Background: an optimization exercise with open tools, aiming at small area, a short achievable clock period and few clock cycles. Do not read the settings as production practice.
At most, simulation tests tie the RTL to the original design; equivalence was not proved.
Power and IR drop assume default switching activity.

// PPCPU
module PPCPU(Clock, reset, PC, inst, dmem_we, dmem_addr, dmem_wdata, dmem_rdata,
    rf_we, rf_wn, rf_wd
    );
For scale: about 4,900 cells after synthesis, roughly 170 I/O pins, roughly 55,000 um^2 of cells after synthesis.
clock: 10.0 ns
lec_check: 0
abc_clock_period_in_ps: 3000
cap_margin: 20
cell_pad_in_sites_detail_placement: 0
cell_pad_in_sites_global_placement: 1
core_margin: 2
core_utilization: 55
cts_cluster_diameter: 100
cts_cluster_size: 25
slew_margin: 20
synth_hierarchical: 1
standard.sh (not shown) runs the stock make flow with config.mk's settings and CLKGATE_MAP_FILE= SYNTH_SCRIPT=/design/flow/synth_recipe.tcl, a recipe that flattens the netlist after the stock synthesis.
==> flow/flow/run.sh <==
#!/bin/bash
set -euo pipefail
bash standard.sh SETUP_SLACK_MARGIN=6.6 \
  "BUFFER_PORTS_ARGS=-buffer_cell sky130_fd_sc_hd__buf_2" \
  finish > standard_make.log 2>&1
The first run went through all stages and came out clean.
Testbench counts at the start, summed over its fixed seeds: cycles 30,912.
Next try:
==> flow/flow/run.sh (replaced) <==
#!/bin/bash
set -euo pipefail
bash standard.sh SETUP_SLACK_MARGIN=6.5 \
  "BUFFER_PORTS_ARGS=-buffer_cell sky130_fd_sc_hd__buf_2" \
  finish > standard_make.log 2>&1
What happened: The new run completed without violations; worst setup slack degrades by 200 ps; die area does not change; wire length climbs by 2.4%; cell area barely changes; sequential share of layout area is about the same; utilization barely changes; hold slack is better by 10 ps; register-to-register slack loses 200 ps; first-iteration DRC count is higher by 0.81%.

* * *

Setup of job 7378:
Another version of the RTL of PPCPU (not shown whole).
Size in the first run: ~4700 cells after synthesis, about 170 I/O pins, about 54000 um2 of cells after synthesis.
clock: 10.0 ns
lec_check: 0
abc_clock_period_in_ps: 3000
cap_margin: 20
cell_pad_in_sites_detail_placement: 0
cell_pad_in_sites_global_placement: 1
core_margin: 2
core_utilization: 55
cts_cluster_diameter: 100
cts_cluster_size: 30
slew_margin: 20
synth_hierarchical: 1
==> flow/flow/run.sh <==
#!/bin/bash
set -euo pipefail
bash standard.sh SETUP_SLACK_MARGIN=6.6 \
  "BUFFER_PORTS_ARGS=-buffer_cell sky130_fd_sc_hd__buf_2" \
  finish > standard_make.log 2>&1
Testbench counts of job 7378, summed over its fixed seeds: cycles 31,810.
--- input diff job 7378..job 4574 ---
Settings: swapping 30 for 20 in CTS_CLUSTER_SIZE; swapping 100 for 80 in CTS_CLUSTER_DIAMETER; swapping 55 for 40 in CORE_UTILIZATION.
==> comparison <==
Job 4574 was carried through to the last stage, and its layout satisfied the timing, DRC and antenna checks. Job 4574 vs. job 7378: via total after detailed routing shrank by about 1.5%; clock power grew by 29%; power grew by about 9%; final-layout fill cell count grew by 4422; buffers inserted during post-CTS setup optimization shrank by 16%. Looking at critical path depth, job 4574 sits 6 higher than job 7378 does.
[inputs] job 6678 vs job 4574
Settings: swapping 20 for 25 in CTS_CLUSTER_SIZE; swapping 80 for 100 in CTS_CLUSTER_DIAMETER; swapping 40 for 55 in CORE_UTILIZATION.
==> flow/flow/run.sh <==
#!/bin/bash
set -euo pipefail
bash standard.sh SETUP_SLACK_MARGIN=6.5 \
  "BUFFER_PORTS_ARGS=-buffer_cell sky130_fd_sc_hd__buf_2" \
  finish > standard_make.log 2>&1
Findings:
Between job 4574 and job 6678, critical path buffer and inverter count is lower for job 4574, job 6678 comes in above that.
[job 6678] overall die area fell about 27% relative to job 4574
Looking only at number of post-CTS setup repair buffers, and setting everything else aside, the higher value of job 4574 and job 6678 goes to job 4574.
Job 6678 -> job 4574: cell count after synthesis delta 0, exact match
Summary of job 6678 over job 4574: layout clock buffer count lost 27%, total wire length moved down.
Part of the total power dissipated in the clock network, job 4574 and job 6678: smaller value in job 6678

* * *

the reference run:
PPCPU, a different RTL version from the one above (not shown whole).
For scale: roughly 4900 cells after synthesis, ~55000 µm² of cells after synthesis.
==> flow/design.v (excerpt) <==
module PPCPU(Clock, reset, PC, inst, dmem_we, dmem_addr, dmem_wdata, dmem_rdata,
    rf_we, rf_wn, rf_wd
    );
Settings: LEC_CHECK=0, ABC_CLOCK_PERIOD_IN_PS=3000, CAP_MARGIN=20, CELL_PAD_IN_SITES_DETAIL_PLACEMENT=1, CELL_PAD_IN_SITES_GLOBAL_PLACEMENT=2, CORE_MARGIN=2, CORE_UTILIZATION=35, SETUP_SLACK_MARGIN=5, SLEW_MARGIN=20, SYNTH_HIERARCHICAL=1; clock period 10.0 ns.
run.sh (not shown) runs the stock make flow with config.mk's settings and CLKGATE_MAP_FILE= SYNTH_SCRIPT=/design/flow/synth_recipe.tcl, a recipe that flattens the netlist after the stock synthesis.
Stock flow here: none of the scripts above is used.
## Diff of input files: the trial run against the reference run
Settings: removing SETUP_SLACK_MARGIN (formerly 5).
==> flow/flow/run.sh (new file) <==
#!/bin/bash
set -euo pipefail
bash standard.sh SETUP_SLACK_MARGIN=6.5 finish > standard_make.log 2>&1
==> flow/standard.sh (new file) <==
#!/bin/bash
# synth_recipe.tcl (not shown) runs the flow's synth.tcl, then flattens the netlist and writes it again
# the make line also repeats each setting of config.mk as NAME=value (left out here)
make -C /OpenROAD-flow-scripts/flow DESIGN_CONFIG=/design/flow/config.mk WORK_HOME=/design/flow/orfs CLKGATE_MAP_FILE= SYNTH_SCRIPT=/design/flow/synth_recipe.tcl "${@:-finish}"
removed: flow/run.sh
[summary]
Both conditions hold for the trial run: the flow ran to the end and the final layout passed the timing, DRC and antenna checks.
The combinational power number comes out higher for the trial run vs the reference run.
Final worst clock skew up 0.0033 ns in the trial run wrt the reference run
Between the trial run and the reference run, the ratio of routed vias to standard cells figures differ only marginally.
Compared with the reference run, the trial run shows a total power that is 0.84% lower.
Between the trial run and the reference run, it is the trial run whose number of post-CTS setup repair buffers is higher, by 223.
The trial run: fraction of met2 tracks used by global routing is 2.4 points higher than what the reference run reported.
Looking at post-layout instance area, the trial run sits above the reference run.
No run of this note included a check of the RTL's function; only the layout flow was run.

==> port drivers added, routing unchanged <==
The flow's constraints put no driver on any port. The routed layouts listed below were extracted and timed again, unchanged, in two steps. Step 1, drivers: a clkbuf_16 drives Clock and a buf_2 each remaining input, both assumed. Step 2 adds t to the input delays and takes it off the output delays; t is the mean of the earliest and latest rising clock arrival at the registers after step 1. Input paths then give back, and output paths get back, about the clock's delay inside the block. Three values: ideal ports, drivers, drivers and shift; two values: the first two.
run	t, ns	setup slack, ns	latest minus earliest clock arrival (ns)	slew at the worst register clock pin (ns)	pins driven straight from the clock port
the first run of note 1	0.820	6.576 / 6.498 / 5.930	0.068 / 0.068	0.11 / 0.11	1
the second run of note 1	0.812	6.376 / 6.376 / 5.847	0.068 / 0.069	0.11 / 0.11	1
job 7378	0.814	6.530 / 6.451 / 5.903	0.067 / 0.067	0.12 / 0.12	1
job 4574	0.799	6.567 / 6.527 / 5.830	0.051 / 0.051	0.09 / 0.09	1
job 6678	0.811	6.458 / 6.380 / 5.838	0.053 / 0.054	0.11 / 0.11	1
the reference run	0.883	5.033 / 5.033 / 4.972	0.035 / 0.035	0.07 / 0.07	1
the trial run	0.872	5.803 / 5.803 / 5.575	0.036 / 0.036	0.07 / 0.07	1
After both steps every run listed still meets setup and hold. For job 4574, which loses most, drivers alone change the setup slack by -0.040 ns; drivers and shift together by -0.737 ns.
